Source: an optimization exercise on an open RTL-to-GDS flow (aim: small area). Production flows keep margins and buffers that such runs may drop. In this exercise RTL edits were held to simulation tests only and were not proved equivalent to the original.

==> flow/design.v, too long to show whole: its modules and the start of the top module <==
// module gf_mac: 21 lines
// module feedback_ckt: 9 lines
// module degree_computation: 41 lines
// module euclidean_cell: 55 lines
// module euclidean_4cells: 87 lines
// module chien_search_p16_t8: 1733 lines
// module correct_module_4cells_p16: 457 lines
// module bch_kes_chien: 10 lines
module bch_kes_chien(clk, rstn, start, gsynd,
                     aadd1, aadd2, aadd3, aadd4, aadd5, aadd6, aadd7, aadd8);
  // ...
==> flow/run.sh <==
#!/bin/bash
# synth_recipe.tcl (not shown) runs the flow's synth.tcl, then flattens the netlist and writes it again
# the make line also repeats each setting of config.mk as NAME=value (left out here)
make -C /OpenROAD-flow-scripts/flow DESIGN_CONFIG=/design/flow/config.mk WORK_HOME=/design/flow/orfs CLKGATE_MAP_FILE= SYNTH_SCRIPT=/design/flow/synth_recipe.tcl finish
==> flow/config.mk <==
export PLATFORM = sky130hd
export DESIGN_NAME = bch_kes_chien
export DESIGN_NICKNAME = bch_kes_chien
export VERILOG_FILES = /design/flow/design.v
export SDC_FILE = /design/flow/constraint.sdc
export NUM_CORES = 4
export LEC_CHECK = 0
export CAP_MARGIN = 20
export CORE_MARGIN = 2
export CORE_UTILIZATION = 40
export GPL_TIMING_DRIVEN = 0
export SLEW_MARGIN = 20
==> flow/constraint.sdc <==
create_clock -name core_clock -period 8.0 [get_ports {clk}]
set_input_delay 1.6000 -clock core_clock [delete_from_list [all_inputs] [get_ports {clk}]]
set_output_delay 1.6000 -clock core_clock [all_outputs]
set_load 0.01 [all_outputs]
==> flow_summary.json, run 1 <==
{
  "synthArstFlopShare_pct": 10.66,
  "cts_tree": "yes",
  "setup.worst_path.start_class": "flip-flop",
  "well_tap_count": 3900,
  "synth.net_count": 12960,
  "final_cell_area_sq_um": 131200,
  "setup_ws_ps": 2639,
  "synth_simple_gate_area_share_pct": 11.47,
  "syn_area_sq_um": 117100,
  "crit_buf_inv": 1,
  "core_sq_um": 291100,
  "hold_path_class": "flip-flop to flip-flop",
  "crit_start": "u_core.chien.col1[8]$_DFFE_PP_",
  "multi_input_area_share_pct": 58.16,
  "ctsRootBufferMaster": "clkbuf_16",
  "outcome": "complete, no violations",
  "multi_input_area_sq_um": 76310,
  "slowest_stage": "xnor2_1",
  "synth_top_family_by_area": "XOR/XNOR gates",
  "worstSetupEndpoint": "u_core.chien.x[5]$_DFFE_PN0P_",
  "firstDrtPassIters": 8,
  "cts_hold_buf": 0,
  "synth_fa_ha_area_share_pct": 0.4211,
  "ff2ff_setup_slack_ps": 2640
}
==> run 2, diff against run 1 <==
--- a/flow/config.mk
+++ b/flow/config.mk
@@ -10,3 +10,2 @@
 export CORE_UTILIZATION = 40
-export GPL_TIMING_DRIVEN = 0
 export SLEW_MARGIN = 20
==> run 2 against run 1 <==
- maximum frequency is 19% higher
- utilization decreased by 0.45 points
- critical endpoint is now u_core.chien.x[2]$_DFFE_PN0P_
- still clean on timing, DRC and antenna
- worst hold slack improved by 34 ps
- setup slack gained 860 ps
- design area shrank 1.0%
- final cell count decreased by 2.6%
==> flow_summary.json, run 2 <==
{
  "clock_latency_ps": 890,
  "grt_overflow": 0,
  "synth.net_count": 12960,
  "grt_max_degree": 98,
  "outcome": "complete, no violations",
  "grt_usage_pct": 33.53,
  "drc_errors": 0,
  "rsz0062_at_grt": "no",
  "synthTopCellsByArea": "xnor2_1, dfxtp_1, nand2_1",
  "vias_per_cell": 5.262,
  "avgSynthCellArea_sq_um": 9.073,
  "finalSetupTns_ps": 0,
  "multi_input_area_sq_um": 76020,
  "layout_commonest_cell": "xnor2_1",
  "min_period_over_period_pct": 56.27,
  "cts_tree": "yes",
  "seqCellArea_sq_um": 37820,
  "clk_pin_slew_ps": 60,
  "drv_slew": 0,
  "synth_common_cells": "xnor2_1, nand2_1, dfxtp_1",
  "synth_top_area_cell": "xnor2_1",
  "synth_top_area_share_pct": 33.26,
  "row_count": 198,
  "cpPeakStageDelay_ps": 1150,
  "synth.distinct_cells": 75,
  "crit_type": "flip-flop to flip-flop",
  "maxCapViolCount": 0,
  "crit_buf_inv": 2,
  "die-area_sq_um": 297000,
  "cts_resized": 0,
  "gp_congestion": 1.074,
  "slew_headroom_pct": 6.915,
  "ctsRootBufferMaster": "clkbuf_16",
  "synth_most_common_cell": "xnor2_1",
  "netlist_instances": 12900,
  "synth_warnings": 8,
  "worst_ep_required_time_ps": 8710,
  "cts_htree_levels": 4,
  "die_width_um": 545.0,
  "slowest_stage": "edfxtp_1",
  "dp_cells": 16530,
  "min_path_cells": 0,
  "vias": 88760,
  "crit_family": "XOR/XNOR gates",
  "fin_skew_ps": 91.36,
  "antenna_left": 0,
  "clkSinkCount": 1717,
  "area_delta_synth_final_pct": 10.97,
  "tightest_slew_ps": 1386,
  "firstDrtPassIters": 6,
  "synth_flop_cell": "dfxtp_1",
  "finalSetupViolCount": 0,
  "core_sq_um": 291100,
  "drive_gt1_share_pct": 11.95,
  "fin_crit_ps": 4502,
  "cts_made_buffers": 185,
  "nNetsFinal": 12870,
  "synth-seq-cells": 1717,
  "grt_first_pass_wirelength_mm": 698.6,
  "synth_edf_count": 234,
  "top_level_ports": 120,
  "critPathCaptureType": "flip-flop",
  "antenna_found_initial": 24,
  "first_iter_violations": 12510,
  "start_util_pct": 40.21,
  "portBuffers": 119,
  "cts-root-to-sink-buffers": 4,
  "crit_arrival_ps": 5210,
  "setup.worst_path.start_class": "flip-flop",
  "grt_pass1_vias": 81770,
  "routed_wl_mm": 509.8,
  "syn_area_sq_um": 117100,
  "worstRegToRegCells": 11,
  "post-cts-setup-buffers": 0,
  "final_cell_mix": "xnor2_1, nand2_1, dfxtp_1",
  "synthArstFlopShare_pct": 10.66,
  "cts_hold_buf": 0,
  "cp_cell_sequence": "xnor2_2, buf_4, xor2_1, buf_4, xor2_2, xor2_1, xnor2_1, xnor2_1, nand4_1, nor4_1, a41oi_1",
  "hold_viol": 0,
  "cp.depth": 11,
  "die_h_um": 545.0,
  "dpl.hpwl_mm": 369.0,
  "fmax_mhz": 222.1,
  "critPathMaxFanout": 12,
  "stdcell_count": 16870,
  "post_drt_wl_per_cell_um": 30.22,
  "ys_seq_area_share_pct": 32.30,
  "nFillCells": 28020,
  "hold_path_class": "flip-flop to flip-flop"
}
==> run 2: worst paths after layout <==
check / from / to / slack [ps]
max reg2reg: u_core.chien.col6[10]$_DFFE_PP_ / u_core.chien.x[2]$_DFFE_PN0P_ / 3500
max: u_core.chien.col6[10]$_DFFE_PP_ / u_core.chien.x[2]$_DFFE_PN0P_ / 3500
max in group asynchronous: rstn / u_core.chien.x[13]$_DFFE_PN0P_ / 5720
min reg2reg: u_core.euclidean.DR[34]$_DFF_P_ / u_core.euclidean.DR[39]$_DFF_P_ / 290
min: u_core.euclidean.DR[34]$_DFF_P_ / u_core.euclidean.DR[39]$_DFF_P_ / 290
min in group asynchronous: rstn / u_core.start_eu$_DFFE_PN0P_ / 720
==> run 2: cells by family after synthesis <==
logic type | synth area share (%)
AOI/OAI and AO/OA | 2.561
xor gates and xnor gates | 45.69
adders and majority gates | 0.4211
buffers and inverters | 3.255
DFF | 32.30
muxes | 4.300
other | 0.003204
and+or+nand+nor | 11.47
==> run 2: area by class of cell <==
cell class | count | area share [%]
clock buffers | 253 | 4.164
inverters | 69 | 0.2013
well taps | 3900 | 3.757
diodes | 6 | 0.01156
multi-input cells | 10270 | 58.52
flip-flops and latches | 1717 | 29.12
repair buffers | 567 | 3.519
clock inverters | 83 | 0.7090
==> run 2: routing by layer <==
| metal | wire length [um] | track usage [%] | share of wire (%) |
|---|---|---|---|
| met1 | 229400 | 49.16 | 45 |
| met2 | 206400 | 47.77 | 40 |
| met3 | 53540 | 7.518 | 11 |
| met4 | 20480 | 11.31 | 4.0 |
| met5 | 68 | 0 | 0.013 |
==> run 2: per-stage QoR <==
step	worst slack (ps)	util, %	hold slack, ps	instance area, sq um
after floorplan	3995	-	309.6	117100
after global placement	3404	42.38	309.7	123400
after detailed placement	3633	42.44	312.1	123500
after CTS	3601	44.61	278.0	129900
final	3498	44.62	285.5	129900
after global routing	3496	44.62	279.4	129900

[what the ideal ports hide]
No port has a modelled driver above. Below, the same layouts with a new extraction and two added sets of constraints. Step 1 (the two cells are an assumption about what drives the block):
set clk [get_ports {clk}]
set_driving_cell -lib_cell sky130_fd_sc_hd__clkbuf_16 $clk
set_driving_cell -lib_cell sky130_fd_sc_hd__buf_2 [delete_from_list [all_inputs] $clk]
Step 2 also shifts input and output timing later by t, the mid clock arrival at the registers, as if the neighbouring blocks saw the same clock. a / b / c = ideal ports / drivers / drivers and shift; a / b = the first two.
run	shift t [ns]	slack for setup (ns)	clock arrival spread, ns	cell pins on the clock port's net
run 1	0.958	2.639 / 2.639 / 2.639	0.150 / 0.150	1
run 2	0.953	3.498 / 3.498 / 3.498	0.091 / 0.091	1
After both steps every run listed still meets setup and hold.
